This is an optimization exercise on Yosys and OpenROAD, whose aim is small area, a short achievable clock period and few clock cycles per item, not a production implementation.
Function was not checked in any run shown here: the RTL went through the layout flow alone.

<file path="flow/constraint.sdc">
create_clock -name core_clock -period 10.0 [get_ports {clk}]
set_input_delay 2.0000 -clock core_clock [delete_from_list [all_inputs] [get_ports {clk}]]
set_output_delay 2.0000 -clock core_clock [all_outputs]
set_load 0.01 [all_outputs]
</file>
<file path="flow/flow/run.sh">
#!/bin/bash
# The standard layout, with timing repair aiming at a 3.5 ns period (setup
# margin 6.5 ns on the 10 ns clock) instead of the 10 ns period itself.
set -euo pipefail
bash standard.sh finish SETUP_SLACK_MARGIN=6.5 > flow.log 2>&1
</file>
<file path="flow/design.v">
module PE (
    input  logic [8:0]  one,
    input  logic [7:0]  two,
    input  logic [7:0]  neg,
    input  logic [15:0] b,
    input  logic        first_s,    
    input  logic        first_c,    
    input  logic [31:0] s_q,
    input  logic [31:0] c_q,
    output logic [31:0] s_out,
    output logic [31:0] c_out
);
    localparam logic [31:0] START = 32'h00020000;
    logic [31:0] s_in, c_in;
    assign s_in = first_s ? START : s_q;
    assign c_in = first_c ? 32'd0 : c_q;
    logic y1, y2, y3, y4, y5, y6, y7, y8, y9, y10, y11, y12, y13, y14, y15, y16, y17, nn18, y19, y20, y21, y22, y23, y24, y25, y26, y27, y28, y29, y30, y31, y32, y33, y34, y35, nn36, y37, y38, y39, y40, y41, y42, y43, y44, y45, y46, y47, y48, y49, y50, y51, y52, y53, nn54, y55, y56, y57, y58, y59, y60, y61, y62, y63, y64, y65, y66, y67, y68, y69, y70, y71, nn72, y73, y74, y75, y76, y77, y78, y79, y80, y81, y82, y83, y84, y85, y86, y87, y88, y89, nn90, y91, y92, y93, y94, y95, y96, y97, y98, y99, y100, y101, y102, y103, y104, y105, y106, y107, nn108, y109, y110, y111, y112, y113, y114, y115, y116, y117, y118, y119, y120, y121, y122, y123, y124, y125, nn126, y127, y128, y129, y130, y131, y132, y133, y134, y135, y136, y137, y138, y139, y140, y141, y142, y143, nn144, y145, y146, y147, y148, y149, y150, y151, y152, y153, y154, y155, y156, y157, y158, y159, y160, hs161, hc162, hs163, hc164, fs165, fc166, hs167, hc168, fs169, fc170, hs171, hc172, fs173, fc174, fs175, fc176, fs177, fc178, fs179, fc180, fs181, fc182, hs183, hc184, fs185, fc186, hs187, hc188, fs189, fc190, hs191, hc192, hs193, hc194, hs195, hc196, fs197, fc198, hs199, hc200, fs201, fc202, hs203, hc204, fs205, fc206, fs207, fc208, hs209, hc210, fs211, fc212, fs213, fc214, hs215, hc216, fs217, fc218, fs219, fc220, fs221, fc222, fs223, fc224, fs225, fc226, fs227, fc228, fs229, fc230, fs231, fc232, fs233, fc234, fs235, fc236, fs237, fc238, fs239, fc240, fs241, fc242, fs243, fc244, fs245, fc246, fs247, fc248, fs249, fc250, fs251, fc252, fs253, fc254, fs255, fc256, fs257, fc258, fs259, fc260, fs261, fc262, fs263, fc264, fs265, fc266, fs267, fc268, fs269, fc270, fs271, fc272, fs273, fc274, fs275, fc276, fs277, fc278, fs279, fc280, fs281, fc282, fs283, fc284, fs285, fc286, hs287, hc288, fs289, fc290, fs291, fc292, fs293, fc294, hs295, hc296, fs297, fc298, hs299, hc300, hs301, hc302, hs303, hc304, fs305, fc306, hs307, hc308, fs309, fc310, hs311, hc312, fs313, fc314, fs315, fc316, fs317, fc318, fs319, fc320, fs321, fc322, fs323, fc324, fs325, fc326, fs327, fc328, fs329, fc330, fs331, fc332, fs333, fc334, fs335, fc336, fs337, fc338, fs339, fc340, fs341, fc342, fs343, fc344, fs345, fc346, fs347, fc348, fs349, fc350, fs351, fc352, fs353, fc354, fs355, fc356, fs357, fc358, fs359, fc360, fs361, fc362, fs363, fc364, fs365, fc366, fs367, fc368, fs369, fc370, fs371, fc372, fs373, fc374, fs375, fc376, fs377, fc378, fs379, fc380, fs381, fc382, fs383, fc384, fs385, fc386, fs387, fc388, fs389, fc390, fs391, fc392, fs393, fc394, fs395, fc396, fs397, fc398, fs399, fc400, fs401, fc402, fs403, fc404, fs405, fc406, hs407, hc408, fs409, fc410, hs411, hc412, hs413, hc414, hs415, hc416, fs417, fc418, fs419, fc420, fs421, fc422, fs423, fc424, fs425, fc426, fs427, fc428, fs429, fc430, fs431, fc432, fs433, fc434, fs435, fc436, fs437, fc438, fs439, fc440, fs441, fc442, fs443, fc444, fs445, fc446, fs447, fc448, fs449, fc450, fs451, fc452, fs453, fc454, fs455, fc456, fs457, fc458, fs459, fc460, fs461, fc462, fs463, fc464, fs465, fc466, fs467, fc468, fs469, fc470, fs471, fc472, fs473, fc474, fs475, fc476, hs477, hc478, fs479, fc480, fs481, fc482, fs483, fc484, fs485, fc486, fs487, fc488, fs489, fc490, fs491, fc492, fs493, fc494, fs495, fc496, fs497, fc498, fs499, fc500, fs501, fc502, fs503, fc504, fs505, fc506, fs507, fc508, fs509, fc510, fs511, fc512, fs513, fc514, fs515, fc516, fs517, fc518, fs519, fc520, fs521, fc522, fs523, fc524, fs525, fc526, fs527, fc528, fs529, fc530, fs531, fc532, fs533, fc534, fs535, fc536, fs537, fc538, fs539, fc540;
    assign y1 = (one[0] & b[0]) ^ neg[0];
    assign y2 = ((one[0] & b[1]) | (two[0] & b[0])) ^ neg[0];
    assign y3 = ((one[0] & b[2]) | (two[0] & b[1])) ^ neg[0];
    assign y4 = ((one[0] & b[3]) | (two[0] & b[2])) ^ neg[0];
    assign y5 = ((one[0] & b[4]) | (two[0] & b[3])) ^ neg[0];
    assign y6 = ((one[0] & b[5]) | (two[0] & b[4])) ^ neg[0];
    assign y7 = ((one[0] & b[6]) | (two[0] & b[5])) ^ neg[0];
    assign y8 = ((one[0] & b[7]) | (two[0] & b[6])) ^ neg[0];
    assign y9 = ((one[0] & b[8]) | (two[0] & b[7])) ^ neg[0];
    assign y10 = ((one[0] & b[9]) | (two[0] & b[8])) ^ neg[0];
    assign y11 = ((one[0] & b[10]) | (two[0] & b[9])) ^ neg[0];
    assign y12 = ((one[0] & b[11]) | (two[0] & b[10])) ^ neg[0];
    assign y13 = ((one[0] & b[12]) | (two[0] & b[11])) ^ neg[0];
    assign y14 = ((one[0] & b[13]) | (two[0] & b[12])) ^ neg[0];
    assign y15 = ((one[0] & b[14]) | (two[0] & b[13])) ^ neg[0];
    assign y16 = ((one[0] & b[15]) | (two[0] & b[14])) ^ neg[0];
    assign y17 = (two[0] & b[15]) ^ neg[0];
    assign nn18 = ~neg[0];
    assign y19 = (one[1] & b[0]) ^ neg[1];
    assign y20 = ((one[1] & b[1]) | (two[1] & b[0])) ^ neg[1];
    assign y21 = ((one[1] & b[2]) | (two[1] & b[1])) ^ neg[1];
    assign y22 = ((one[1] & b[3]) | (two[1] & b[2])) ^ neg[1];
    assign y23 = ((one[1] & b[4]) | (two[1] & b[3])) ^ neg[1];
    assign y24 = ((one[1] & b[5]) | (two[1] & b[4])) ^ neg[1];
    assign y25 = ((one[1] & b[6]) | (two[1] & b[5])) ^ neg[1];
    assign y26 = ((one[1] & b[7]) | (two[1] & b[6])) ^ neg[1];
    assign y27 = ((one[1] & b[8]) | (two[1] & b[7])) ^ neg[1];
    assign y28 = ((one[1] & b[9]) | (two[1] & b[8])) ^ neg[1];
    assign y29 = ((one[1] & b[10]) | (two[1] & b[9])) ^ neg[1];
    assign y30 = ((one[1] & b[11]) | (two[1] & b[10])) ^ neg[1];
    assign y31 = ((one[1] & b[12]) | (two[1] & b[11])) ^ neg[1];
    assign y32 = ((one[1] & b[13]) | (two[1] & b[12])) ^ neg[1];
    assign y33 = ((one[1] & b[14]) | (two[1] & b[13])) ^ neg[1];
    assign y34 = ((one[1] & b[15]) | (two[1] & b[14])) ^ neg[1];
    assign y35 = (two[1] & b[15]) ^ neg[1];
    assign nn36 = ~neg[1];
    assign y37 = (one[2] & b[0]) ^ neg[2];
    assign y38 = ((one[2] & b[1]) | (two[2] & b[0])) ^ neg[2];
    assign y39 = ((one[2] & b[2]) | (two[2] & b[1])) ^ neg[2];
    assign y40 = ((one[2] & b[3]) | (two[2] & b[2])) ^ neg[2];
    assign y41 = ((one[2] & b[4]) | (two[2] & b[3])) ^ neg[2];
    assign y42 = ((one[2] & b[5]) | (two[2] & b[4])) ^ neg[2];
    assign y43 = ((one[2] & b[6]) | (two[2] & b[5])) ^ neg[2];
    assign y44 = ((one[2] & b[7]) | (two[2] & b[6])) ^ neg[2];
    assign y45 = ((one[2] & b[8]) | (two[2] & b[7])) ^ neg[2];
    assign y46 = ((one[2] & b[9]) | (two[2] & b[8])) ^ neg[2];
    assign y47 = ((one[2] & b[10]) | (two[2] & b[9])) ^ neg[2];
    assign y48 = ((one[2] & b[11]) | (two[2] & b[10])) ^ neg[2];
    assign y49 = ((one[2] & b[12]) | (two[2] & b[11])) ^ neg[2];
    assign y50 = ((one[2] & b[13]) | (two[2] & b[12])) ^ neg[2];
    assign y51 = ((one[2] & b[14]) | (two[2] & b[13])) ^ neg[2];
    assign y52 = ((one[2] & b[15]) | (two[2] & b[14])) ^ neg[2];
    assign y53 = (two[2] & b[15]) ^ neg[2];
    assign nn54 = ~neg[2];
    assign y55 = (one[3] & b[0]) ^ neg[3];
    assign y56 = ((one[3] & b[1]) | (two[3] & b[0])) ^ neg[3];
    assign y57 = ((one[3] & b[2]) | (two[3] & b[1])) ^ neg[3];
    assign y58 = ((one[3] & b[3]) | (two[3] & b[2])) ^ neg[3];
    assign y59 = ((one[3] & b[4]) | (two[3] & b[3])) ^ neg[3];
    assign y60 = ((one[3] & b[5]) | (two[3] & b[4])) ^ neg[3];
    assign y61 = ((one[3] & b[6]) | (two[3] & b[5])) ^ neg[3];
    assign y62 = ((one[3] & b[7]) | (two[3] & b[6])) ^ neg[3];
    assign y63 = ((one[3] & b[8]) | (two[3] & b[7])) ^ neg[3];
    assign y64 = ((one[3] & b[9]) | (two[3] & b[8])) ^ neg[3];
    assign y65 = ((one[3] & b[10]) | (two[3] & b[9])) ^ neg[3];
    assign y66 = ((one[3] & b[11]) | (two[3] & b[10])) ^ neg[3];
    assign y67 = ((one[3] & b[12]) | (two[3] & b[11])) ^ neg[3];
    assign y68 = ((one[3] & b[13]) | (two[3] & b[12])) ^ neg[3];
    assign y69 = ((one[3] & b[14]) | (two[3] & b[13])) ^ neg[3];
    assign y70 = ((one[3] & b[15]) | (two[3] & b[14])) ^ neg[3];
    assign y71 = (two[3] & b[15]) ^ neg[3];
    assign nn72 = ~neg[3];
    assign y73 = (one[4] & b[0]) ^ neg[4];
    assign y74 = ((one[4] & b[1]) | (two[4] & b[0])) ^ neg[4];
    assign y75 = ((one[4] & b[2]) | (two[4] & b[1])) ^ neg[4];
    assign y76 = ((one[4] & b[3]) | (two[4] & b[2])) ^ neg[4];
    assign y77 = ((one[4] & b[4]) | (two[4] & b[3])) ^ neg[4];
    assign y78 = ((one[4] & b[5]) | (two[4] & b[4])) ^ neg[4];
    assign y79 = ((one[4] & b[6]) | (two[4] & b[5])) ^ neg[4];
    assign y80 = ((one[4] & b[7]) | (two[4] & b[6])) ^ neg[4];
    assign y81 = ((one[4] & b[8]) | (two[4] & b[7])) ^ neg[4];
    assign y82 = ((one[4] & b[9]) | (two[4] & b[8])) ^ neg[4];
    assign y83 = ((one[4] & b[10]) | (two[4] & b[9])) ^ neg[4];
    assign y84 = ((one[4] & b[11]) | (two[4] & b[10])) ^ neg[4];
    assign y85 = ((one[4] & b[12]) | (two[4] & b[11])) ^ neg[4];
    assign y86 = ((one[4] & b[13]) | (two[4] & b[12])) ^ neg[4];
    assign y87 = ((one[4] & b[14]) | (two[4] & b[13])) ^ neg[4];
    assign y88 = ((one[4] & b[15]) | (two[4] & b[14])) ^ neg[4];
    assign y89 = (two[4] & b[15]) ^ neg[4];
    assign nn90 = ~neg[4];
    assign y91 = (one[5] & b[0]) ^ neg[5];
    assign y92 = ((one[5] & b[1]) | (two[5] & b[0])) ^ neg[5];
    assign y93 = ((one[5] & b[2]) | (two[5] & b[1])) ^ neg[5];
    assign y94 = ((one[5] & b[3]) | (two[5] & b[2])) ^ neg[5];
    assign y95 = ((one[5] & b[4]) | (two[5] & b[3])) ^ neg[5];
    assign y96 = ((one[5] & b[5]) | (two[5] & b[4])) ^ neg[5];
    assign y97 = ((one[5] & b[6]) | (two[5] & b[5])) ^ neg[5];
    assign y98 = ((one[5] & b[7]) | (two[5] & b[6])) ^ neg[5];
    assign y99 = ((one[5] & b[8]) | (two[5] & b[7])) ^ neg[5];
    assign y100 = ((one[5] & b[9]) | (two[5] & b[8])) ^ neg[5];
    assign y101 = ((one[5] & b[10]) | (two[5] & b[9])) ^ neg[5];
    assign y102 = ((one[5] & b[11]) | (two[5] & b[10])) ^ neg[5];
    assign y103 = ((one[5] & b[12]) | (two[5] & b[11])) ^ neg[5];
    assign y104 = ((one[5] & b[13]) | (two[5] & b[12])) ^ neg[5];
    assign y105 = ((one[5] & b[14]) | (two[5] & b[13])) ^ neg[5];
    assign y106 = ((one[5] & b[15]) | (two[5] & b[14])) ^ neg[5];
    assign y107 = (two[5] & b[15]) ^ neg[5];
    assign nn108 = ~neg[5];
    assign y109 = (one[6] & b[0]) ^ neg[6];
    assign y110 = ((one[6] & b[1]) | (two[6] & b[0])) ^ neg[6];
    assign y111 = ((one[6] & b[2]) | (two[6] & b[1])) ^ neg[6];
    assign y112 = ((one[6] & b[3]) | (two[6] & b[2])) ^ neg[6];
    assign y113 = ((one[6] & b[4]) | (two[6] & b[3])) ^ neg[6];
    assign y114 = ((one[6] & b[5]) | (two[6] & b[4])) ^ neg[6];
    assign y115 = ((one[6] & b[6]) | (two[6] & b[5])) ^ neg[6];
    assign y116 = ((one[6] & b[7]) | (two[6] & b[6])) ^ neg[6];
    assign y117 = ((one[6] & b[8]) | (two[6] & b[7])) ^ neg[6];
    assign y118 = ((one[6] & b[9]) | (two[6] & b[8])) ^ neg[6];
    assign y119 = ((one[6] & b[10]) | (two[6] & b[9])) ^ neg[6];
    assign y120 = ((one[6] & b[11]) | (two[6] & b[10])) ^ neg[6];
    assign y121 = ((one[6] & b[12]) | (two[6] & b[11])) ^ neg[6];
    assign y122 = ((one[6] & b[13]) | (two[6] & b[12])) ^ neg[6];
    assign y123 = ((one[6] & b[14]) | (two[6] & b[13])) ^ neg[6];
    assign y124 = ((one[6] & b[15]) | (two[6] & b[14])) ^ neg[6];
    assign y125 = (two[6] & b[15]) ^ neg[6];
    assign nn126 = ~neg[6];
    assign y127 = (one[7] & b[0]) ^ neg[7];
    assign y128 = ((one[7] & b[1]) | (two[7] & b[0])) ^ neg[7];
    assign y129 = ((one[7] & b[2]) | (two[7] & b[1])) ^ neg[7];
    assign y130 = ((one[7] & b[3]) | (two[7] & b[2])) ^ neg[7];
    assign y131 = ((one[7] & b[4]) | (two[7] & b[3])) ^ neg[7];
    assign y132 = ((one[7] & b[5]) | (two[7] & b[4])) ^ neg[7];
    assign y133 = ((one[7] & b[6]) | (two[7] & b[5])) ^ neg[7];
    assign y134 = ((one[7] & b[7]) | (two[7] & b[6])) ^ neg[7];
    assign y135 = ((one[7] & b[8]) | (two[7] & b[7])) ^ neg[7];
    assign y136 = ((one[7] & b[9]) | (two[7] & b[8])) ^ neg[7];
    assign y137 = ((one[7] & b[10]) | (two[7] & b[9])) ^ neg[7];
    assign y138 = ((one[7] & b[11]) | (two[7] & b[10])) ^ neg[7];
    assign y139 = ((one[7] & b[12]) | (two[7] & b[11])) ^ neg[7];
    assign y140 = ((one[7] & b[13]) | (two[7] & b[12])) ^ neg[7];
    assign y141 = ((one[7] & b[14]) | (two[7] & b[13])) ^ neg[7];
    assign y142 = ((one[7] & b[15]) | (two[7] & b[14])) ^ neg[7];
    assign y143 = (two[7] & b[15]) ^ neg[7];
    assign nn144 = ~neg[7];
    assign y145 = one[8] & b[0];
    assign y146 = one[8] & b[1];
    assign y147 = one[8] & b[2];
    assign y148 = one[8] & b[3];
    assign y149 = one[8] & b[4];
    assign y150 = one[8] & b[5];
    assign y151 = one[8] & b[6];
    assign y152 = one[8] & b[7];
    assign y153 = one[8] & b[8];
    assign y154 = one[8] & b[9];
    assign y155 = one[8] & b[10];
    assign y156 = one[8] & b[11];
    assign y157 = one[8] & b[12];
    assign y158 = one[8] & b[13];
    assign y159 = one[8] & b[14];
    assign y160 = one[8] & b[15];
    assign hs161 = neg[6] ^ y13;
    assign hc162 = neg[6] & y13;
    assign hs163 = y14 ^ y30;
    assign hc164 = y14 & y30;
    assign fs165 = neg[7] ^ y15 ^ y31;
    assign fc166 = (neg[7] & y15) | (neg[7] & y31) | (y15 & y31);
    assign hs167 = y47 ^ y63;
    assign hc168 = y47 & y63;
    assign fs169 = y16 ^ y32 ^ y48;
    assign fc170 = (y16 & y32) | (y16 & y48) | (y32 & y48);
    assign hs171 = y64 ^ y80;
    assign hc172 = y64 & y80;
    assign fs173 = y17 ^ y33 ^ y49;
    assign fc174 = (y17 & y33) | (y17 & y49) | (y33 & y49);
    assign fs175 = y65 ^ y81 ^ y97;
    assign fc176 = (y65 & y81) | (y65 & y97) | (y81 & y97);
    assign fs177 = nn18 ^ y34 ^ y50;
    assign fc178 = (nn18 & y34) | (nn18 & y50) | (y34 & y50);
    assign fs179 = y66 ^ y82 ^ y98;
    assign fc180 = (y66 & y82) | (y66 & y98) | (y82 & y98);
    assign fs181 = y35 ^ y51 ^ y67;
    assign fc182 = (y35 & y51) | (y35 & y67) | (y51 & y67);
    assign hs183 = y83 ^ y99;
    assign hc184 = y83 & y99;
    assign fs185 = nn36 ^ y52 ^ y68;
    assign fc186 = (nn36 & y52) | (nn36 & y68) | (y52 & y68);
    assign hs187 = y84 ^ y100;
    assign hc188 = y84 & y100;
    assign fs189 = y53 ^ y69 ^ y85;
    assign fc190 = (y53 & y69) | (y53 & y85) | (y69 & y85);
    assign hs191 = nn54 ^ y70;
    assign hc192 = nn54 & y70;
    assign hs193 = neg[3] ^ y7;
    assign hc194 = neg[3] & y7;
    assign hs195 = y8 ^ y24;
    assign hc196 = y8 & y24;
    assign fs197 = neg[4] ^ y9 ^ y25;
    assign fc198 = (neg[4] & y9) | (neg[4] & y25) | (y9 & y25);
    assign hs199 = y41 ^ y57;
    assign hc200 = y41 & y57;
    assign fs201 = y10 ^ y26 ^ y42;
    assign fc202 = (y10 & y26) | (y10 & y42) | (y26 & y42);
    assign hs203 = y58 ^ y74;
    assign hc204 = y58 & y74;
    assign fs205 = neg[5] ^ y11 ^ y27;
    assign fc206 = (neg[5] & y11) | (neg[5] & y27) | (y11 & y27);
    assign fs207 = y43 ^ y59 ^ y75;
    assign fc208 = (y43 & y59) | (y43 & y75) | (y59 & y75);
    assign hs209 = y91 ^ s_in[10];
    assign hc210 = y91 & s_in[10];
    assign fs211 = y12 ^ y28 ^ y44;
    assign fc212 = (y12 & y28) | (y12 & y44) | (y28 & y44);
    assign fs213 = y60 ^ y76 ^ y92;
    assign fc214 = (y60 & y76) | (y60 & y92) | (y76 & y92);
    assign hs215 = s_in[11] ^ c_in[11];
    assign hc216 = s_in[11] & c_in[11];
    assign fs217 = y29 ^ y45 ^ y61;
    assign fc218 = (y29 & y45) | (y29 & y61) | (y45 & y61);
    assign fs219 = y77 ^ y93 ^ y109;
    assign fc220 = (y77 & y93) | (y77 & y109) | (y93 & y109);
    assign fs221 = hs161 ^ s_in[12] ^ c_in[12];
    assign fc222 = (hs161 & s_in[12]) | (hs161 & c_in[12]) | (s_in[12] & c_in[12]);
    assign fs223 = y46 ^ y62 ^ y78;
    assign fc224 = (y46 & y62) | (y46 & y78) | (y62 & y78);
    assign fs225 = y94 ^ y110 ^ hc162;
    assign fc226 = (y94 & y110) | (y94 & hc162) | (y110 & hc162);
    assign fs227 = hs163 ^ s_in[13] ^ c_in[13];
    assign fc228 = (hs163 & s_in[13]) | (hs163 & c_in[13]) | (s_in[13] & c_in[13]);
    assign fs229 = y79 ^ y95 ^ y111;
    assign fc230 = (y79 & y95) | (y79 & y111) | (y95 & y111);
    assign fs231 = y127 ^ hc164 ^ hs167;
    assign fc232 = (y127 & hc164) | (y127 & hs167) | (hc164 & hs167);
    assign fs233 = fs165 ^ s_in[14] ^ c_in[14];
    assign fc234 = (fs165 & s_in[14]) | (fs165 & c_in[14]) | (s_in[14] & c_in[14]);
    assign fs235 = y96 ^ y112 ^ y128;
    assign fc236 = (y96 & y112) | (y96 & y128) | (y112 & y128);
    assign fs237 = hc168 ^ hs171 ^ fc166;
    assign fc238 = (hc168 & hs171) | (hc168 & fc166) | (hs171 & fc166);
    assign fs239 = fs169 ^ s_in[15] ^ c_in[15];
    assign fc240 = (fs169 & s_in[15]) | (fs169 & c_in[15]) | (s_in[15] & c_in[15]);
    assign fs241 = y113 ^ y129 ^ y145;
    assign fc242 = (y113 & y129) | (y113 & y145) | (y129 & y145);
    assign fs243 = hc172 ^ fc170 ^ fs173;
    assign fc244 = (hc172 & fc170) | (hc172 & fs173) | (fc170 & fs173);
    assign fs245 = fs175 ^ s_in[16] ^ c_in[16];
    assign fc246 = (fs175 & s_in[16]) | (fs175 & c_in[16]) | (s_in[16] & c_in[16]);
    assign fs247 = y114 ^ y130 ^ y146;
    assign fc248 = (y114 & y130) | (y114 & y146) | (y130 & y146);
    assign fs249 = fc174 ^ fc176 ^ fs177;
    assign fc250 = (fc174 & fc176) | (fc174 & fs177) | (fc176 & fs177);
    assign fs251 = fs179 ^ s_in[17] ^ c_in[17];
    assign fc252 = (fs179 & s_in[17]) | (fs179 & c_in[17]) | (s_in[17] & c_in[17]);
    assign fs253 = y115 ^ y131 ^ y147;
    assign fc254 = (y115 & y131) | (y115 & y147) | (y131 & y147);
    assign fs255 = hs183 ^ fc178 ^ fc180;
    assign fc256 = (hs183 & fc178) | (hs183 & fc180) | (fc178 & fc180);
    assign fs257 = fs181 ^ s_in[18] ^ c_in[18];
    assign fc258 = (fs181 & s_in[18]) | (fs181 & c_in[18]) | (s_in[18] & c_in[18]);
    assign fs259 = y116 ^ y132 ^ y148;
    assign fc260 = (y116 & y132) | (y116 & y148) | (y132 & y148);
    assign fs261 = hc184 ^ hs187 ^ fc182;
    assign fc262 = (hc184 & hs187) | (hc184 & fc182) | (hs187 & fc182);
    assign fs263 = fs185 ^ s_in[19] ^ c_in[19];
    assign fc264 = (fs185 & s_in[19]) | (fs185 & c_in[19]) | (s_in[19] & c_in[19]);
    assign fs265 = y101 ^ y117 ^ y133;
    assign fc266 = (y101 & y117) | (y101 & y133) | (y117 & y133);
    assign fs267 = y149 ^ hc188 ^ fc186;
    assign fc268 = (y149 & hc188) | (y149 & fc186) | (hc188 & fc186);
    assign fs269 = fs189 ^ s_in[20] ^ c_in[20];
    assign fc270 = (fs189 & s_in[20]) | (fs189 & c_in[20]) | (s_in[20] & c_in[20]);
    assign fs271 = y86 ^ y102 ^ y118;
    assign fc272 = (y86 & y102) | (y86 & y118) | (y102 & y118);
    assign fs273 = y134 ^ y150 ^ hs191;
    assign fc274 = (y134 & y150) | (y134 & hs191) | (y150 & hs191);
    assign fs275 = fc190 ^ s_in[21] ^ c_in[21];
    assign fc276 = (fc190 & s_in[21]) | (fc190 & c_in[21]) | (s_in[21] & c_in[21]);
    assign fs277 = y71 ^ y87 ^ y103;
    assign fc278 = (y71 & y87) | (y71 & y103) | (y87 & y103);
    assign fs279 = y119 ^ y135 ^ y151;
    assign fc280 = (y119 & y135) | (y119 & y151) | (y135 & y151);
    assign fs281 = hc192 ^ s_in[22] ^ c_in[22];
    assign fc282 = (hc192 & s_in[22]) | (hc192 & c_in[22]) | (s_in[22] & c_in[22]);
    assign fs283 = nn72 ^ y88 ^ y104;
    assign fc284 = (nn72 & y88) | (nn72 & y104) | (y88 & y104);
    assign fs285 = y120 ^ y136 ^ y152;
    assign fc286 = (y120 & y136) | (y120 & y152) | (y136 & y152);
    assign hs287 = s_in[23] ^ c_in[23];
    assign hc288 = s_in[23] & c_in[23];
    assign fs289 = y89 ^ y105 ^ y121;
    assign fc290 = (y89 & y105) | (y89 & y121) | (y105 & y121);
    assign fs291 = y137 ^ y153 ^ s_in[24];
    assign fc292 = (y137 & y153) | (y137 & s_in[24]) | (y153 & s_in[24]);
    assign fs293 = nn90 ^ y106 ^ y122;
    assign fc294 = (nn90 & y106) | (nn90 & y122) | (y106 & y122);
    assign hs295 = y138 ^ y154;
    assign hc296 = y138 & y154;
    assign fs297 = y107 ^ y123 ^ y139;
    assign fc298 = (y107 & y123) | (y107 & y139) | (y123 & y139);
    assign hs299 = nn108 ^ y124;
    assign hc300 = nn108 & y124;
    assign hs301 = neg[1] ^ y3;
    assign hc302 = neg[1] & y3;
    assign hs303 = y4 ^ y20;
    assign hc304 = y4 & y20;
    assign fs305 = neg[2] ^ y5 ^ y21;
    assign fc306 = (neg[2] & y5) | (neg[2] & y21) | (y5 & y21);
    assign hs307 = y37 ^ s_in[4];
    assign hc308 = y37 & s_in[4];
    assign fs309 = y6 ^ y22 ^ y38;
    assign fc310 = (y6 & y22) | (y6 & y38) | (y22 & y38);
    assign hs311 = s_in[5] ^ c_in[5];
    assign hc312 = s_in[5] & c_in[5];
    assign fs313 = y23 ^ y39 ^ y55;
    assign fc314 = (y23 & y39) | (y23 & y55) | (y39 & y55);
    assign fs315 = hs193 ^ s_in[6] ^ c_in[6];
    assign fc316 = (hs193 & s_in[6]) | (hs193 & c_in[6]) | (s_in[6] & c_in[6]);
    assign fs317 = y40 ^ y56 ^ hc194;
    assign fc318 = (y40 & y56) | (y40 & hc194) | (y56 & hc194);
    assign fs319 = hs195 ^ s_in[7] ^ c_in[7];
    assign fc320 = (hs195 & s_in[7]) | (hs195 & c_in[7]) | (s_in[7] & c_in[7]);
    assign fs321 = y73 ^ hc196 ^ hs199;
    assign fc322 = (y73 & hc196) | (y73 & hs199) | (hc196 & hs199);
    assign fs323 = fs197 ^ s_in[8] ^ c_in[8];
    assign fc324 = (fs197 & s_in[8]) | (fs197 & c_in[8]) | (s_in[8] & c_in[8]);
    assign fs325 = hc200 ^ hs203 ^ fc198;
    assign fc326 = (hc200 & hs203) | (hc200 & fc198) | (hs203 & fc198);
    assign fs327 = fs201 ^ s_in[9] ^ c_in[9];
    assign fc328 = (fs201 & s_in[9]) | (fs201 & c_in[9]) | (s_in[9] & c_in[9]);
    assign fs329 = hc204 ^ fc202 ^ fs205;
    assign fc330 = (hc204 & fc202) | (hc204 & fs205) | (fc202 & fs205);
    assign fs331 = fs207 ^ c_in[10] ^ hs209;
    assign fc332 = (fs207 & c_in[10]) | (fs207 & hs209) | (c_in[10] & hs209);
    assign fs333 = fc206 ^ fc208 ^ fs211;
    assign fc334 = (fc206 & fc208) | (fc206 & fs211) | (fc208 & fs211);
    assign fs335 = fs213 ^ hc210 ^ hs215;
    assign fc336 = (fs213 & hc210) | (fs213 & hs215) | (hc210 & hs215);
    assign fs337 = fc212 ^ fc214 ^ fs217;
    assign fc338 = (fc212 & fc214) | (fc212 & fs217) | (fc214 & fs217);
    assign fs339 = fs219 ^ hc216 ^ fs221;
    assign fc340 = (fs219 & hc216) | (fs219 & fs221) | (hc216 & fs221);
    assign fs341 = fc218 ^ fc220 ^ fs223;
    assign fc342 = (fc218 & fc220) | (fc218 & fs223) | (fc220 & fs223);
    assign fs343 = fs225 ^ fc222 ^ fs227;
    assign fc344 = (fs225 & fc222) | (fs225 & fs227) | (fc222 & fs227);
    assign fs345 = fc224 ^ fs229 ^ fc226;
    assign fc346 = (fc224 & fs229) | (fc224 & fc226) | (fs229 & fc226);
    assign fs347 = fs231 ^ fc228 ^ fs233;
    assign fc348 = (fs231 & fc228) | (fs231 & fs233) | (fc228 & fs233);
    assign fs349 = fc230 ^ fs235 ^ fc232;
    assign fc350 = (fc230 & fs235) | (fc230 & fc232) | (fs235 & fc232);
    assign fs351 = fs237 ^ fc234 ^ fs239;
    assign fc352 = (fs237 & fc234) | (fs237 & fs239) | (fc234 & fs239);
    assign fs353 = fc236 ^ fs241 ^ fc238;
    assign fc354 = (fc236 & fs241) | (fc236 & fc238) | (fs241 & fc238);
    assign fs355 = fs243 ^ fc240 ^ fs245;
    assign fc356 = (fs243 & fc240) | (fs243 & fs245) | (fc240 & fs245);
    assign fs357 = fc242 ^ fs247 ^ fc244;
    assign fc358 = (fc242 & fs247) | (fc242 & fc244) | (fs247 & fc244);
    assign fs359 = fs249 ^ fc246 ^ fs251;
    assign fc360 = (fs249 & fc246) | (fs249 & fs251) | (fc246 & fs251);
    assign fs361 = fc248 ^ fs253 ^ fs255;
    assign fc362 = (fc248 & fs253) | (fc248 & fs255) | (fs253 & fs255);
    assign fs363 = fc250 ^ fc252 ^ fs257;
    assign fc364 = (fc250 & fc252) | (fc250 & fs257) | (fc252 & fs257);
    assign fs365 = fc254 ^ fs259 ^ fc256;
    assign fc366 = (fc254 & fs259) | (fc254 & fc256) | (fs259 & fc256);
    assign fs367 = fs261 ^ fc258 ^ fs263;
    assign fc368 = (fs261 & fc258) | (fs261 & fs263) | (fc258 & fs263);
    assign fs369 = fc260 ^ fs265 ^ fc262;
    assign fc370 = (fc260 & fs265) | (fc260 & fc262) | (fs265 & fc262);
    assign fs371 = fs267 ^ fc264 ^ fs269;
    assign fc372 = (fs267 & fc264) | (fs267 & fs269) | (fc264 & fs269);
    assign fs373 = fc266 ^ fs271 ^ fs273;
    assign fc374 = (fc266 & fs271) | (fc266 & fs273) | (fs271 & fs273);
    assign fs375 = fc268 ^ fc270 ^ fs275;
    assign fc376 = (fc268 & fc270) | (fc268 & fs275) | (fc270 & fs275);
    assign fs377 = fc272 ^ fs277 ^ fs279;
    assign fc378 = (fc272 & fs277) | (fc272 & fs279) | (fs277 & fs279);
    assign fs379 = fc274 ^ fc276 ^ fs281;
    assign fc380 = (fc274 & fc276) | (fc274 & fs281) | (fc276 & fs281);
    assign fs381 = fc278 ^ fc280 ^ fs283;
    assign fc382 = (fc278 & fc280) | (fc278 & fs283) | (fc280 & fs283);
    assign fs383 = fs285 ^ hs287 ^ fc282;
    assign fc384 = (fs285 & hs287) | (fs285 & fc282) | (hs287 & fc282);
    assign fs385 = fc284 ^ fc286 ^ fs289;
    assign fc386 = (fc284 & fc286) | (fc284 & fs289) | (fc286 & fs289);
    assign fs387 = c_in[24] ^ hc288 ^ fs291;
    assign fc388 = (c_in[24] & hc288) | (c_in[24] & fs291) | (hc288 & fs291);
    assign fs389 = hs295 ^ fc290 ^ fs293;
    assign fc390 = (hs295 & fc290) | (hs295 & fs293) | (fc290 & fs293);
    assign fs391 = s_in[25] ^ c_in[25] ^ fc292;
    assign fc392 = (s_in[25] & c_in[25]) | (s_in[25] & fc292) | (c_in[25] & fc292);
    assign fs393 = y155 ^ hc296 ^ fc294;
    assign fc394 = (y155 & hc296) | (y155 & fc294) | (hc296 & fc294);
    assign fs395 = fs297 ^ s_in[26] ^ c_in[26];
    assign fc396 = (fs297 & s_in[26]) | (fs297 & c_in[26]) | (s_in[26] & c_in[26]);
    assign fs397 = y140 ^ y156 ^ hs299;
    assign fc398 = (y140 & y156) | (y140 & hs299) | (y156 & hs299);
    assign fs399 = fc298 ^ s_in[27] ^ c_in[27];
    assign fc400 = (fc298 & s_in[27]) | (fc298 & c_in[27]) | (s_in[27] & c_in[27]);
    assign fs401 = y125 ^ y141 ^ y157;
    assign fc402 = (y125 & y141) | (y125 & y157) | (y141 & y157);
    assign fs403 = hc300 ^ s_in[28] ^ c_in[28];
    assign fc404 = (hc300 & s_in[28]) | (hc300 & c_in[28]) | (s_in[28] & c_in[28]);
    assign fs405 = nn126 ^ y142 ^ y158;
    assign fc406 = (nn126 & y142) | (nn126 & y158) | (y142 & y158);
    assign hs407 = s_in[29] ^ c_in[29];
    assign hc408 = s_in[29] & c_in[29];
    assign fs409 = y143 ^ y159 ^ s_in[30];
    assign fc410 = (y143 & y159) | (y143 & s_in[30]) | (y159 & s_in[30]);
    assign hs411 = nn144 ^ y160;
    assign hc412 = nn144 & y160;
    assign hs413 = neg[0] ^ y1;
    assign hc414 = neg[0] & y1;
    assign hs415 = y2 ^ s_in[1];
    assign hc416 = y2 & s_in[1];
    assign fs417 = y19 ^ hs301 ^ s_in[2];
    assign fc418 = (y19 & hs301) | (y19 & s_in[2]) | (hs301 & s_in[2]);
    assign fs419 = hc302 ^ hs303 ^ s_in[3];
    assign fc420 = (hc302 & hs303) | (hc302 & s_in[3]) | (hs303 & s_in[3]);
    assign fs421 = hc304 ^ fs305 ^ c_in[4];
    assign fc422 = (hc304 & fs305) | (hc304 & c_in[4]) | (fs305 & c_in[4]);
    assign fs423 = fc306 ^ fs309 ^ hc308;
    assign fc424 = (fc306 & fs309) | (fc306 & hc308) | (fs309 & hc308);
    assign fs425 = fc310 ^ fs313 ^ hc312;
    assign fc426 = (fc310 & fs313) | (fc310 & hc312) | (fs313 & hc312);
    assign fs427 = fc314 ^ fs317 ^ fc316;
    assign fc428 = (fc314 & fs317) | (fc314 & fc316) | (fs317 & fc316);
    assign fs429 = fc318 ^ fs321 ^ fc320;
    assign fc430 = (fc318 & fs321) | (fc318 & fc320) | (fs321 & fc320);
    assign fs431 = fc322 ^ fs325 ^ fc324;
    assign fc432 = (fc322 & fs325) | (fc322 & fc324) | (fs325 & fc324);
    assign fs433 = fc326 ^ fs329 ^ fc328;
    assign fc434 = (fc326 & fs329) | (fc326 & fc328) | (fs329 & fc328);
    assign fs435 = fc330 ^ fs333 ^ fc332;
    assign fc436 = (fc330 & fs333) | (fc330 & fc332) | (fs333 & fc332);
    assign fs437 = fc334 ^ fs337 ^ fc336;
    assign fc438 = (fc334 & fs337) | (fc334 & fc336) | (fs337 & fc336);
    assign fs439 = fc338 ^ fs341 ^ fc340;
    assign fc440 = (fc338 & fs341) | (fc338 & fc340) | (fs341 & fc340);
    assign fs441 = fc342 ^ fs345 ^ fc344;
    assign fc442 = (fc342 & fs345) | (fc342 & fc344) | (fs345 & fc344);
    assign fs443 = fc346 ^ fs349 ^ fc348;
    assign fc444 = (fc346 & fs349) | (fc346 & fc348) | (fs349 & fc348);
    assign fs445 = fc350 ^ fs353 ^ fc352;
    assign fc446 = (fc350 & fs353) | (fc350 & fc352) | (fs353 & fc352);
    assign fs447 = fc354 ^ fs357 ^ fc356;
    assign fc448 = (fc354 & fs357) | (fc354 & fc356) | (fs357 & fc356);
    assign fs449 = fc358 ^ fs361 ^ fc360;
    assign fc450 = (fc358 & fs361) | (fc358 & fc360) | (fs361 & fc360);
    assign fs451 = fs365 ^ fc362 ^ fc364;
    assign fc452 = (fs365 & fc362) | (fs365 & fc364) | (fc362 & fc364);
    assign fs453 = fc366 ^ fs369 ^ fc368;
    assign fc454 = (fc366 & fs369) | (fc366 & fc368) | (fs369 & fc368);
    assign fs455 = fc370 ^ fs373 ^ fc372;
    assign fc456 = (fc370 & fs373) | (fc370 & fc372) | (fs373 & fc372);
    assign fs457 = fs377 ^ fc374 ^ fc376;
    assign fc458 = (fs377 & fc374) | (fs377 & fc376) | (fc374 & fc376);
    assign fs459 = fc378 ^ fs381 ^ fs383;
    assign fc460 = (fc378 & fs381) | (fc378 & fs383) | (fs381 & fs383);
    assign fs461 = fc382 ^ fs385 ^ fc384;
    assign fc462 = (fc382 & fs385) | (fc382 & fc384) | (fs385 & fc384);
    assign fs463 = fc386 ^ fs389 ^ fs391;
    assign fc464 = (fc386 & fs389) | (fc386 & fs391) | (fs389 & fs391);
    assign fs465 = fs393 ^ fc390 ^ fs395;
    assign fc466 = (fs393 & fc390) | (fs393 & fs395) | (fc390 & fs395);
    assign fs467 = fs397 ^ fc394 ^ fc396;
    assign fc468 = (fs397 & fc394) | (fs397 & fc396) | (fc394 & fc396);
    assign fs469 = fs401 ^ fc398 ^ fc400;
    assign fc470 = (fs401 & fc398) | (fs401 & fc400) | (fc398 & fc400);
    assign fs471 = fc402 ^ fs405 ^ hs407;
    assign fc472 = (fc402 & fs405) | (fc402 & hs407) | (fs405 & hs407);
    assign fs473 = fc406 ^ c_in[30] ^ hc408;
    assign fc474 = (fc406 & c_in[30]) | (fc406 & hc408) | (c_in[30] & hc408);
    assign fs475 = hs411 ^ s_in[31] ^ c_in[31];
    assign fc476 = (hs411 & s_in[31]) | (hs411 & c_in[31]) | (s_in[31] & c_in[31]);
    assign hs477 = hs413 ^ s_in[0];
    assign hc478 = hs413 & s_in[0];
    assign fs479 = hc414 ^ c_in[1] ^ hs415;
    assign fc480 = (hc414 & c_in[1]) | (hc414 & hs415) | (c_in[1] & hs415);
    assign fs481 = c_in[2] ^ hc416 ^ fs417;
    assign fc482 = (c_in[2] & hc416) | (c_in[2] & fs417) | (hc416 & fs417);
    assign fs483 = c_in[3] ^ fc418 ^ fs419;
    assign fc484 = (c_in[3] & fc418) | (c_in[3] & fs419) | (fc418 & fs419);
    assign fs485 = hs307 ^ fc420 ^ fs421;
    assign fc486 = (hs307 & fc420) | (hs307 & fs421) | (fc420 & fs421);
    assign fs487 = hs311 ^ fc422 ^ fs423;
    assign fc488 = (hs311 & fc422) | (hs311 & fs423) | (fc422 & fs423);
    assign fs489 = fs315 ^ fc424 ^ fs425;
    assign fc490 = (fs315 & fc424) | (fs315 & fs425) | (fc424 & fs425);
    assign fs491 = fs319 ^ fc426 ^ fs427;
    assign fc492 = (fs319 & fc426) | (fs319 & fs427) | (fc426 & fs427);
    assign fs493 = fs323 ^ fc428 ^ fs429;
    assign fc494 = (fs323 & fc428) | (fs323 & fs429) | (fc428 & fs429);
    assign fs495 = fs327 ^ fc430 ^ fs431;
    assign fc496 = (fs327 & fc430) | (fs327 & fs431) | (fc430 & fs431);
    assign fs497 = fs331 ^ fc432 ^ fs433;
    assign fc498 = (fs331 & fc432) | (fs331 & fs433) | (fc432 & fs433);
    assign fs499 = fs335 ^ fc434 ^ fs435;
    assign fc500 = (fs335 & fc434) | (fs335 & fs435) | (fc434 & fs435);
    assign fs501 = fs339 ^ fc436 ^ fs437;
    assign fc502 = (fs339 & fc436) | (fs339 & fs437) | (fc436 & fs437);
    assign fs503 = fs343 ^ fc438 ^ fs439;
    assign fc504 = (fs343 & fc438) | (fs343 & fs439) | (fc438 & fs439);
    assign fs505 = fs347 ^ fc440 ^ fs441;
    assign fc506 = (fs347 & fc440) | (fs347 & fs441) | (fc440 & fs441);
    assign fs507 = fs351 ^ fc442 ^ fs443;
    assign fc508 = (fs351 & fc442) | (fs351 & fs443) | (fc442 & fs443);
    assign fs509 = fs355 ^ fc444 ^ fs445;
    assign fc510 = (fs355 & fc444) | (fs355 & fs445) | (fc444 & fs445);
    assign fs511 = fs359 ^ fc446 ^ fs447;
    assign fc512 = (fs359 & fc446) | (fs359 & fs447) | (fc446 & fs447);
    assign fs513 = fs363 ^ fc448 ^ fs449;
    assign fc514 = (fs363 & fc448) | (fs363 & fs449) | (fc448 & fs449);
    assign fs515 = fs367 ^ fc450 ^ fs451;
    assign fc516 = (fs367 & fc450) | (fs367 & fs451) | (fc450 & fs451);
    assign fs517 = fs371 ^ fc452 ^ fs453;
    assign fc518 = (fs371 & fc452) | (fs371 & fs453) | (fc452 & fs453);
    assign fs519 = fs375 ^ fc454 ^ fs455;
    assign fc520 = (fs375 & fc454) | (fs375 & fs455) | (fc454 & fs455);
    assign fs521 = fs379 ^ fc456 ^ fs457;
    assign fc522 = (fs379 & fc456) | (fs379 & fs457) | (fc456 & fs457);
    assign fs523 = fc380 ^ fc458 ^ fs459;
    assign fc524 = (fc380 & fc458) | (fc380 & fs459) | (fc458 & fs459);
    assign fs525 = fs387 ^ fs461 ^ fc460;
    assign fc526 = (fs387 & fs461) | (fs387 & fc460) | (fs461 & fc460);
    assign fs527 = fc388 ^ fc462 ^ fs463;
    assign fc528 = (fc388 & fc462) | (fc388 & fs463) | (fc462 & fs463);
    assign fs529 = fc392 ^ fs465 ^ fc464;
    assign fc530 = (fc392 & fs465) | (fc392 & fc464) | (fs465 & fc464);
    assign fs531 = fs399 ^ fs467 ^ fc466;
    assign fc532 = (fs399 & fs467) | (fs399 & fc466) | (fs467 & fc466);
    assign fs533 = fs403 ^ fc468 ^ fs469;
    assign fc534 = (fs403 & fc468) | (fs403 & fs469) | (fc468 & fs469);
    assign fs535 = fc404 ^ fs471 ^ fc470;
    assign fc536 = (fc404 & fs471) | (fc404 & fc470) | (fs471 & fc470);
    assign fs537 = fs409 ^ fs473 ^ fc472;
    assign fc538 = (fs409 & fs473) | (fs409 & fc472) | (fs473 & fc472);
    assign fs539 = fc410 ^ fs475 ^ fc474;
    assign fc540 = (fc410 & fs475) | (fc410 & fc474) | (fs475 & fc474);
    assign s_out = {fs539, fs537, fs535, fs533, fs531, fs529, fs527, fs525, fs523, fs521, fs519, fs517, fs515, fs513, fs511, fs509, fs507, fs505, fs503, fs501, fs499, fs497, fs495, fs493, fs491, fs489, fs487, fs485, fs483, fs481, fs479, hs477};
    assign c_out = {fc538, fc536, fc534, fc532, fc530, fc528, fc526, fc524, fc522, fc520, fc518, fc516, fc514, fc512, fc510, fc508, fc506, fc504, fc502, fc500, fc498, fc496, fc494, fc492, fc490, fc488, fc486, fc484, fc482, fc480, hc478, c_in[0]};
endmodule
module systolic_array (
    input  logic        clk,
    input  logic [1:0]  first,     
    input  logic [8:0]  one,
    input  logic [7:0]  two,
    input  logic [7:0]  neg,
    input  logic [47:0] b,
    output logic [95:0] sum
);
    logic [2:0][31:0] s_q, c_q, s_d, c_d;
    PE pe0 (
        .one(one), .two(two), .neg(neg), .b(b[15:0]),
        .first_s(first[0]), .first_c(first[0]),
        .s_q(s_q[0]), .c_q(c_q[0]), .s_out(s_d[0]), .c_out(c_d[0])
    );
    PE pe1 (
        .one(one), .two(two), .neg(neg), .b(b[31:16]),
        .first_s(first[1]), .first_c(first[1]),
        .s_q(s_q[1]), .c_q(c_q[1]), .s_out(s_d[1]), .c_out(c_d[1])
    );
    PE pe2 (
        .one(one), .two(two), .neg(neg), .b(b[47:32]),
        .first_s(first[0]), .first_c(first[1]),
        .s_q(s_q[2]), .c_q(c_q[2]), .s_out(s_d[2]), .c_out(c_d[2])
    );
    always_ff @(posedge clk) begin
        s_q <= s_d;
        c_q <= c_d;
        for (int j = 0; j < 3; j++) sum[32*j +: 32] <= s_q[j] + c_q[j];
    end
endmodule
module systolic_array_top #(
    parameter DATAWIDTH = 16,
    parameter N_SIZE = 3
) (
    input  logic clk,
    input  logic rst_n,
    input  logic valid_in,
    input  logic [N_SIZE*DATAWIDTH-1:0] matrix_a_in,    
    input  logic [N_SIZE*DATAWIDTH-1:0] matrix_b_in,    
    output logic valid_out,
    output logic [N_SIZE*DATAWIDTH*2-1:0] matrix_c_out
);
    logic [3:0] cnt;
    logic       first_c, first_k;
    logic [2:0] k;
    always_ff @(posedge clk) begin
        first_c <= (cnt == 4'd0 && valid_in) || cnt == 4'd3 || cnt == 4'd6;
        k       <= cnt == 4'd0 ? 3'b001 : {k[1:0], k[2]};
    end
    assign first_k = k[0];
    always_ff @(posedge clk, negedge rst_n) begin
        if (!rst_n) begin
            cnt       <= 4'd0;
            valid_out <= 1'b0;
        end else begin
            if (cnt == 4'd0) begin
                if (valid_in) cnt <= 4'd1;
            end else if (cnt != 4'd11) begin
                cnt <= cnt + 4'd1;
            end
            valid_out <= cnt == 4'd4 || cnt == 4'd7 || cnt == 4'd10;
        end
    end
    logic [15:0]      a_next;
    logic [16:0]      a_pad;
    logic [2:0][15:0] a1, a2;
    logic [2:0][47:0] b;
    logic [8:0]       one;
    logic [7:0]       two, neg;
    assign a_next = valid_in ? matrix_a_in[15:0] : a1[2];
    assign a_pad  = {a_next, 1'b0};
    always_ff @(posedge clk) begin
        for (int i = 0; i < 8; i++) begin
            one[i] <= a_pad[2*i+1] ^ a_pad[2*i];
            two[i] <= (a_pad[2*i+2] & ~a_pad[2*i+1] & ~a_pad[2*i])
                    | (~a_pad[2*i+2] & a_pad[2*i+1] & a_pad[2*i]);
            neg[i] <= a_pad[2*i+2];
        end
        one[8] <= a_next[15];
        a1[0] <= valid_in ? matrix_a_in[31:16] : a2[2];
        a1[1] <= a1[0];
        a1[2] <= a1[1];
        a2[0] <= matrix_a_in[47:32];
        a2[1] <= a2[0];
        a2[2] <= a2[1];
        b[0]  <= valid_in ? matrix_b_in : b[2];
        b[1]  <= b[0];
        b[2]  <= b[1];
    end
    systolic_array u_array (
        .clk  (clk),
        .first({first_k, first_c}),
        .one  (one),
        .two  (two),
        .neg  (neg),
        .b    (b[0]),
        .sum  (matrix_c_out)
    );
endmodule
</file>
<file path="flow/config.mk">
export PLATFORM = sky130hd
export DESIGN_NAME = systolic_array_top
export DESIGN_NICKNAME = systolic_array_top
export VERILOG_FILES = /design/flow/design.v
export SDC_FILE = /design/flow/constraint.sdc
export NUM_CORES = 4
export LEC_CHECK = 0
export CAP_MARGIN = 20
export CORE_MARGIN = 2
export CORE_UTILIZATION = 40
export SLEW_MARGIN = 20
</file>
<file path="flow/standard.sh">
#!/bin/bash
# synth_recipe.tcl (not shown) runs the flow's synth.tcl, then flattens the netlist and writes it again
# the make line also repeats each setting of config.mk as NAME=value (left out here)
make -C /OpenROAD-flow-scripts/flow DESIGN_CONFIG=/design/flow/config.mk WORK_HOME=/design/flow/orfs CLKGATE_MAP_FILE= SYNTH_SCRIPT=/design/flow/synth_recipe.tcl "${@:-finish}"
</file>
==> run summary, run 1 <==
Worst Path Required - 10.53 ns
Worst hold-check path type - reg -> reg
Num rows - 113
EDFF count, synth - 0
Area share of the largest cell type after synthesis - 28.8%
Syn Std Cell Area - 38,500 um^2
Clock Latency Late Sink - 0.66 ns
Final instance area - 47,200 um^2
Synth area leader - dfxtp_1
Core area - 95,200 um^2
Placed Area - 41,400 um^2
DRC - 0
R2R setup slack - 6.30 ns
CP delay by family, top - adder cells
Setup CP Type - reg -> reg
TritonCTS clock tree - done
Total gr overflow - 0
Rel. slew slack - 47.2%
GR Util met2 - 35.8%
CTS max path bufs - 3
Chip Height - 314 um
Initial antenna violation count - 7
Warnings from Yosys - 2
DRT iter0 DRCs - 2,391
CP Capture Type - flip-flop
Final period utilization - 37.0%
Worst Max-Slew Pin Slew - 0.792 ns
Post-synth ARST share - 0.896%
CTS clock-pin slew for the worst setup and hold paths - 0.07 ns
Placer congestion estimate - 0.811
Gate Count Post-Synth - 3,734
Nets@finish - 4,702
Post-CTS Hold Buffers - 0
Worst path cell trace - buf_4 -> a22oi_1 -> xor2_1 -> fa_1 -> inv_1 -> fa_1 -> fa_1 -> inv_1 -> fa_1 -> inv_1 -> fa_1
Met1 Usage GRT - 29.2%
P&R area growth vs syn - 22.7%
Number of port buffers - 195
I/O pin count - 196
Die area - 98,700 um^2
Layout cells sized above 1 - 15.7%
Final min period - 3.70 ns
Outcome - no timing/DRC/antenna violations
WL/cell - 22.1 um
Clock sink count - 558
CP arrival - 4.23 ns
Syn_area_per_cell - 10.3 um^2
Startpoint type of the worst setup path - flip-flop
First-pass GRT wire length - 174,000 um
Die X - 314 um
Grt peak-use layer - met2
Critical path buffers and inverters - 4
Vias per inst - 5.28
Initial Utilization - 40.4%
Syn_nets - 4,489
Setup TNS - 0 ns
Fin util - 49.6%
All-Layer GR Usage - 23.1%
Detail Route Antenna Nets - 0
Final Skew - 0.0403 ns
Maxcap violations - 0
Synth cell count leaders - 603 x inv_1, 553 x dfxtp_1, 492 x fa_1, 435 x xnor2_1, 360 x a22oi_1
Via count of the first global-routing pass - 29,100
M3 GR Usage - 7.15%
Largest net degree at the start of global routing - 91
Synth area leaders - dfxtp_1 29%, fa_1 26%, xnor2_1 9.9%, a22oi_1 7.0%, inv_1 5.9%
Unrepaired setup endpoints after global routing - true
Post-synthesis register bit count - 558
Worst path most repeated cell - fa_1
Fin. max-slew vios - 0
Final hold vios - 0
Slowest stage cell, crit path - fa_1
Drt pass-1 iters - 6
Top FF cell, synth - dfxtp_1
Slowest stage delay, CP - 0.54 ns
CP max FO - 13
CTS Buf Count - 69
Via count - 27,800
Drt total wl - 116,000 um
H-tree depth - 3
Final setup fails - 0
Root buf cell - clkbuf_16
Sequential-to-total area share from yosys stat - 29.1%
Netlist cell types - 67
Hpwl dp - 66,700 um
Fmax - 270 MHz
Most instantiated library cell after synthesis - inv_1
cell usage in the layout (no fill, tap or decap), types with 11 or more instances in the layout:
cell type and instances:
buf_6 16, nand2b_1 85, dfxtp_4 39, dfxtp_1 499, buf_12 32, clkdlybuf4s50_1 109, a22oi_2 76, clkbuf_8 15
ha_1 164, bufbuf_16 24, fa_2 36, dlygate4sd2_1 83, o21bai_1 11, buf_4 112, xnor2_2 19, nand2_1 114
inv_1 578, inv_2 26, o21ai_0 45, o21a_1 11, buf_16 11, nor2b_1 118, and2_1 31, nand4_1 11
fa_1 456, clkbuf_16 77, xor2_1 73, mux2_2 68, dfxtp_2 15, a22oi_1 284, a21o_1 29, nand3_1 18
a21oi_1 75, mux2i_1 15, nor2_1 52, xnor2_1 416
repair_timing:
| action | CTS | global route |
|---|---|---|
| gates cloned | 31 | 7 |
| setup buffers | 61 | 62 |
| endpoints found under the setup margin | 234 | 58 |
| hold endpoints to repair | 0 | 0 |
| pin swaps | 15 | 90 |
| resized for setup | 291 | 159 |
cell type report:
class / count / area (um^2)
Timing Repair Buffer: 401 / 4830
Multi-Input combinational cell: 2308 / 24600
Fill cell: 8584 / 48000
Sequential cell: 558 / 11400
Tap cell: 1265 / 1580
Clock buffer: 94 / 2000
Clock inverter: 29 / 413
Inverter: 608 / 2350
Antenna cell: 1 / 2.50
Timing Repair inverter: 1 / 11.3
through the flow:
step | std cells | setup slack [ns] | hold WS [ns]
finish | 5265 | 6.30 | 0.313
global route | 5264 | 6.24 | 0.320
CTS | 5195 | 6.44 | 0.315
detailed placement | 4980 | 4.84 | 0.312
global placement | 4980 | 4.94 | 0.310
floorplan | 3734 | 6.42 | 0.310
cells by family after synthesis:
logic type                 Yosys count  synth area share [%]
xor gates and xnor gates           508                  11.6
and+or+nand+nor                    462                  6.40
muxes                               83                  2.38
adders and majority gates          656                  30.9
DFF                                558                  29.1
AOI/OAI and AO/OA                  599                  11.2
buffers and inverters              868                  8.48
per-layer routing:
metal  part of all wire, %  vias to the layer above
met5                 0.055                        -
met4                   5.6                       10
met3                    11                      410
met2                    44                     1357
met1                    40                    13700
li1                      -                    12300
path summary, 6_finish.rpt:
kind / start / to / depth (start not counted)
worst max-delay path: b[29] / u_array.s_q[48] / 11
worst min-delay path: b[67] / b[115] / 0
worst max register to register: b[29] / u_array.s_q[48] / 11
worst min register to register: b[67] / b[115] / 0
max in group asynchronous: rst_n / cnt[2] / 1
min in group asynchronous: rst_n / cnt[1] / 1
registers in the layout (all words and copies together) (netlist names):
signal       count
first_c          1
valid_out        1
cnt              4
a1              48
b              144
k                3
u_array.c_q     93
neg              7
a2              48
u_array.sum     96
one              9
u_array.s_q     96
two              8
==> inputs of run 2 (changes only) <==
==> flow/flow/run.sh (replaced) <==
#!/bin/bash
# The standard layout, with timing repair aiming at a 3.5 ns period (setup
# margin 6.5 ns on the 10 ns clock) and denser placement.
set -euo pipefail
bash standard.sh finish SETUP_SLACK_MARGIN=6.5 PLACE_DENSITY=0.75 CORE_UTILIZATION=55 > flow.log 2>&1
==> run 2 against run 1 <==
Compared with the run above: still clean on timing, DRC and antenna; routed wire length fell by 1.1%; cell count fell by 7.2%; setup slack worse by 0.27 ns; via count up 3.5%; design area down 1.7%; fmax shrank 6.7%; hold slack better by 0.011 ns; global-route usage up 7.2 points.
==> run summary, run 2 <==
Via count of the first global-routing pass - 29,600
Clock Latency Late Sink - 0.69 ns
Worst hold-check path type - reg -> reg
Final period utilization - 39.7%
Largest net degree at the start of global routing - 64
Setup CP Type - reg -> reg
Drt total wl - 115,000 um
Sequential-to-total area share from yosys stat - 29.1%
I/O pin count - 196
WL/cell - 23.5 um
Via count - 28,800
Most instantiated library cell after synthesis - inv_1
Post-CTS Hold Buffers - 0
Number of port buffers - 195
H-tree depth - 2
Synth area leader - dfxtp_1
Final Skew - 0.0503 ns
Warnings from Yosys - 2
Outcome - no timing/DRC/antenna violations
Fill cells - 4,949
Layout cells sized above 1 - 16.0%
Maxcap violations - 0
Vias per inst - 5.89
Inserted Diodes - 0
Startpoint type of the worst setup path - flip-flop
Setup TNS - 0 ns
DRT iter0 DRCs - 3,669
First-pass GRT wire length - 167,000 um
CP Capture Type - flip-flop
Area share of the largest cell type after synthesis - 28.8%
Number of flip-flops in the largest register - 144
Root buf cell - clkbuf_16
Final min period - 3.97 ns
Commonest non-fill, non-tap cells in the layout - 569 x inv_1, 493 x dfxtp_1, 434 x fa_1, 409 x xnor2_1, 293 x a22oi_1
Worst slack at placement - 5.25 ns
R2R setup slack - 6.03 ns
Unrepaired setup endpoints after global routing - true
Detail Route Antenna Nets - 0
Nets@finish - 4,658
EDFF count, synth - 0
Die area - 72,100 um^2
Post-synth ARST share - 0.896%
Total gr overflow - 0
Num rows - 96
CP arrival - 4.49 ns
Syn_area_per_cell - 10.3 um^2
Worst Path Required - 10.52 ns
Netlist cell types - 67
Post-synthesis register bit count - 558
Placer congestion estimate - 0.844
Drt pass-1 iters - 14
Die X - 268 um
Syn Std Cell Area - 38,500 um^2
Syn_nets - 4,489
Worst Max-Slew Pin Slew - 0.846 ns
Fin worst setup slack - 6.03 ns
All-Layer GR Usage - 30.4%
Synth cell count leaders - 603 x inv_1, 553 x dfxtp_1, 492 x fa_1, 435 x xnor2_1, 360 x a22oi_1
Final hold vios - 0
CP max FO - 12
Top reg by flops - b
Core area - 68,900 um^2
Clock sink count - 558
Gate Count Post-Synth - 3,734
Min Hold Slack - 0.324 ns
CTS max path bufs - 3
Fin. max-slew vios - 0
Largest regs - b (144), u_array.s_q (96), u_array.sum (96)
Fmax - 252 MHz
Leading cell type in the layout, fill and taps excluded - inv_1
Synth area leaders - dfxtp_1 29%, fa_1 26%, xnor2_1 9.9%, a22oi_1 7.0%, inv_1 5.9%
Final setup fails - 0
Initial Utilization - 55.8%
P&R area growth vs syn - 20.6%
Rel. slew slack - 43.2%
Initial antenna violation count - 8
CTS Buf Count - 58
DRC - 0
Hpwl dp - 63,200 um
CTS clock-pin slew for the worst setup and hold paths - 0.06 ns
Fin util - 67.3%
Chip Height - 268 um
Top FF cell, synth - dfxtp_1
TritonCTS clock tree - done
run 2: cell counts after synthesis:
Identical to the previous run, type by type.
run 2: area by class of cell:
cell class / instances / area [um^2] / share of cell area (%)
multi-input combinational: 2308 / 24800 / 53.4
sequential: 558 / 11400 / 24.5
timing repair buffer: 369 / 4670 / 10.1
inverter: 608 / 2350 / 5.06
clock buffer: 69 / 1580 / 3.41
tap: 931 / 1160 / 2.51
clock inverter: 41 / 493 / 1.06
run 2: cells by family (layout without fill, tap and decap cells):
family / after synthesis / after routing / share of synthesized area [%]
mux: 83 / 83 / 2.38
xor+xnor: 508 / 508 / 11.6
fa+ha+maj: 656 / 656 / 30.9
simple gates: 462 / 462 / 6.40
buf+inv: 868 / 1087 / 8.48
compound gates: 599 / 599 / 11.2
flops: 558 / 558 / 29.1
run 2: path summary, 6_finish.rpt:
| path | depth (start not counted) | to | start |
|---|---|---|---|
| setup / recovery | 9 | u_array.s_q[47] | one[5] |
| hold / removal | 0 | a1[24] | a1[8] |
| setup reg to reg | 9 | u_array.s_q[47] | one[5] |
| hold reg to reg | 0 | a1[24] | a1[8] |
| max in group asynchronous | 1 | cnt[2] | rst_n |
| min in group asynchronous | 1 | cnt[3] | rst_n |
run 2: repair_timing:
item	CTS	global route
setup buffers	25	72
gates resized for setup	268	234
pin swaps	15	84
setup endpoints to repair	198	99
gates cloned	33	4
run 2: worst max-delay path, cell delays in order, from the launching register on:
cell and delay (ns):
dfxtp_4 0.45, bufbuf_16 0.36, a22oi_1 0.12, xnor2_1 0.72, fa_1 0.59, fa_1 0.52, inv_1 0.05, fa_1 0.41
inv_1 0.14, fa_2 0.46
run 2: stage by stage:
step	instances	area (um^2)
3_3_place_gp	4640	40900
3_5_place_dp	4640	40900
4_1_cts	4808	44900
2_1_floorplan	3734	38700
6_report	4884	46400
5_1_grt	4884	46400
run 2: metal layers:
metal,part of all wire [%],GRT usage [%],vias up
met1,36,37.1,13900
li1,-,-,12200
met3,14,11.5,746
met5,0.26,1.42,-
met4,8.1,16.4,20
met2,42,46.4,1944
==> inputs of run 3 (changes only) <==
==> flow/flow/run.sh (replaced) <==
#!/bin/bash
# The standard layout, with timing repair aiming at a 3.0 ns period (setup
# margin 7 ns on the 10 ns clock) instead of the 10 ns period itself.
set -euo pipefail
bash standard.sh finish SETUP_SLACK_MARGIN=7 > flow.log 2>&1
==> run 3 against run 2 <==
Compared with the run above: design area increased by 7.4%; hold slack got worse by 0.0040 ns; setup slack improved by 0.082 ns; synthesized cell count unchanged; critical endpoint is now u_array.s_q[48]; highest routed layer unchanged; flip-flop and latch count unchanged; sequential share of layout area decreased by 1.6 points; core utilization decreased by 15 points; cell count increased by 8.9%.
==> run summary, run 3 <==
Fin worst setup slack - 6.11 ns
Final hold vios - 0
Final instance area - 49,900 um^2
Drt total wl - 128,000 um
Commonest non-fill, non-tap cells in the layout - 498 x inv_1, 436 x dfxtp_1, 373 x xnor2_1, 327 x fa_1, 183 x a22oi_2
Synth area leader - dfxtp_1
Final Skew - 0.0311 ns
Worst path cell trace - buf_12 -> a22oi_2 -> xor2_2 -> fa_2 -> inv_1 -> fa_1 -> fa_2 -> inv_2 -> fa_1 -> inv_2 -> fa_2
CP Capture Type - flip-flop
CP arrival - 4.39 ns
Syn_area_per_cell - 10.3 um^2
Via count - 28,900
Root buf cell - clkbuf_16
Outcome - no timing/DRC/antenna violations
Die X - 314 um
H-tree depth - 3
Post-synth ARST share - 0.896%
TritonCTS clock tree - done
All-Layer GR Usage - 25.1%
Leading cell type in the layout, fill and taps excluded - inv_1
WL/cell - 24.0 um
Worst hold-check path type - reg -> reg
Slowest stage cell, crit path - fa_2
Netlist cell types - 67
Placed Area - 42,000 um^2
HP Start - a1[3]
Final setup fails - 0
Setup TNS - 0 ns
Slowest stage delay, CP - 0.56 ns
Chip Height - 314 um
Sequential-to-total area share from yosys stat - 29.1%
Largest regs - b (144), u_array.s_q (96), u_array.sum (96)
Area share of the largest cell type after synthesis - 28.8%
Worst path most repeated cell - fa_2
Most instantiated library cell after synthesis - inv_1
Nets@finish - 4,751
Num rows - 113
Number of port buffers - 195
CP max FO - 12
Startpoint type of the worst setup path - flip-flop
R2R setup slack - 6.11 ns
Drt pass-1 iters - 8
Clock Latency Late Sink - 0.64 ns
Rel. slew slack - 54.5%
Fmax - 257 MHz
Via count of the first global-routing pass - 29,700
Die area - 98,700 um^2
Unrepaired setup endpoints after global routing - true
Syn Std Cell Area - 38,500 um^2
Post-synthesis register bit count - 558
Synth cell count leaders - 603 x inv_1, 553 x dfxtp_1, 492 x fa_1, 435 x xnor2_1, 360 x a22oi_1
Layout cells sized above 1 - 30.4%
CTS max path bufs - 3
Vias per inst - 5.43
Final Non-Filler Cells - 5,319
Min Hold Slack - 0.320 ns
Total gr overflow - 0
Worst Hold Path EP - a1[19]
Warnings from Yosys - 2
Syn_nets - 4,489
RR Startpoint - two[0]
I/O pin count - 196
First-pass GRT wire length - 186,000 um
Maxcap violations - 0
Gate Count Post-Synth - 3,734
Detail Route Antenna Nets - 0
Hpwl dp - 67,100 um
Synth area leaders - dfxtp_1 29%, fa_1 26%, xnor2_1 9.9%, a22oi_1 7.0%, inv_1 5.9%
EDFF count, synth - 0
Worst Path Required - 10.50 ns
Worst r2r dst - u_array.s_q[48]
Final period utilization - 38.9%
Clock sink count - 558
Top reg by flops - b
Fill cells - 8,209
Initial Utilization - 40.4%
Hold Crit Depth - 0
Largest net degree at the start of global routing - 63
DRT iter0 DRCs - 2,809
CTS clock-pin slew for the worst setup and hold paths - 0.06 ns
Final min period - 3.89 ns
Top FF cell, synth - dfxtp_1
Cells after DPL - 4,984
Initial antenna violation count - 13
Worst slack at placement - 5.59 ns
FF-to-FF path depth - 11
Setup CP Type - reg -> reg
Number of flip-flops in the largest register - 144
Fin. max-slew vios - 0
CTS Buf Count - 67
Worst Max-Slew Pin Slew - 0.683 ns
DRC - 0
Post-CTS Hold Buffers - 0
Placer congestion estimate - 0.790
P&R area growth vs syn - 29.6%
Core area - 95,200 um^2
==> run 3: how the worst max path moves through the flow <==
stage                start               to  slack, ns  depth (start not counted)
floorplan           neg[1]  u_array.s_q[19]       6.62                         11
global placement    neg[3]  u_array.s_q[49]       5.66                         11
detailed placement  neg[3]  u_array.s_q[49]       5.59                         11
CTS                 two[3]  u_array.s_q[18]       6.51                         12
global route        two[0]  u_array.s_q[48]       6.08                         11
finish              two[0]  u_array.s_q[48]       6.11                         11
==> run 3: timing repair <==
action,4_1_cts,5_1_grt
setup buffers,88,52
resized for setup,888,357
endpoints found under the setup margin,330,257
pin swaps,158,251
hold endpoints to repair,0,0
gates cloned,59,9
==> run 3: critical path, delay by kind of cell (launching register included) <==
kind / cells / cell delay [ns]
xor gates and xnor gates: 1 / 0.43
buffers and inverters: 4 / 0.45
DFF: 1 / 0.36
adders and majority gates: 5 / 2.24
AOI/OAI and AO/OA: 1 / 0.26
==> run 3: cells by family after synthesis <==
family / Yosys count / share of synthesized area, %
mux: 83 / 2.38
xor+xnor: 508 / 11.6
fa+ha+maj: 656 / 30.9
compound gates: 599 / 11.2
flops: 558 / 29.1
simple gates: 462 / 6.40
buf+inv: 868 / 8.48
==> run 3: final cells by class <==
class                      count  area (um^2)  area share [%]
antenna                        8         20.0          0.0402
sequential                   558        11400            22.9
clock buffer                  89         1880            3.77
inverter                     608         2350            4.72
timing repair buffer         451         6000            12.0
clock inverter                30          453           0.908
timing repair inverter         2         46.3          0.0929
multi-input combinational   2308        26100            52.3
tap                         1265         1580            3.17
==> run 3: per-layer routing <==
| layer | global-route usage [%] | vias up | wire, um |
|---|---|---|---|
| li1 | - | 12400 | - |
| met2 | 37.4 | 1663 | 53600 |
| met5 | 0.532 | - | 152 |
| met1 | 31.4 | 14200 | 48500 |
| met4 | 12.2 | 12 | 8760 |
| met3 | 10.3 | 646 | 16600 |
==> run 3: through the flow <==
step | utilization [%]
global route | 52.4
detailed placement | 44.1
floorplan | -
finish | 52.4
global placement | 44.1
CTS | 50.6

## re-timing with driven ports
Ports are ideal in the flow. The routed layouts listed here were re-timed in OpenROAD. Step 1, drivers: a clkbuf_16 drives clk and a buf_2 each remaining input, both assumed. Step 2 moves the port delays by t, midway between the first and last clock arrival at a register: inputs arrive t later, outputs are due t later. That takes back most of the time a late clock gives input paths. a / b / c = no drivers / after step 1 / after step 2; a / b = the first two.
| run | shift t [ns] | slack for setup (ns) | worst hold slack (ns) | worst slew at a driven data input, ns |
|---|---|---|---|---|
| run 1 | 0.701 | 6.296 / 6.296 / 6.056 | 0.313 / 0.313 / 0.313 | 0.12 |
| run 2 | 0.730 | 6.030 / 6.030 / 6.030 | 0.324 / 0.324 / 0.324 | 0.10 |
| run 3 | 0.700 | 6.111 / 6.111 / 6.111 | 0.320 / 0.320 / 0.320 | 0.15 |
After both steps every run listed still meets setup and hold. For run 1, which loses most, drivers alone change the setup slack by 0.000 ns; drivers and shift together by -0.240 ns.
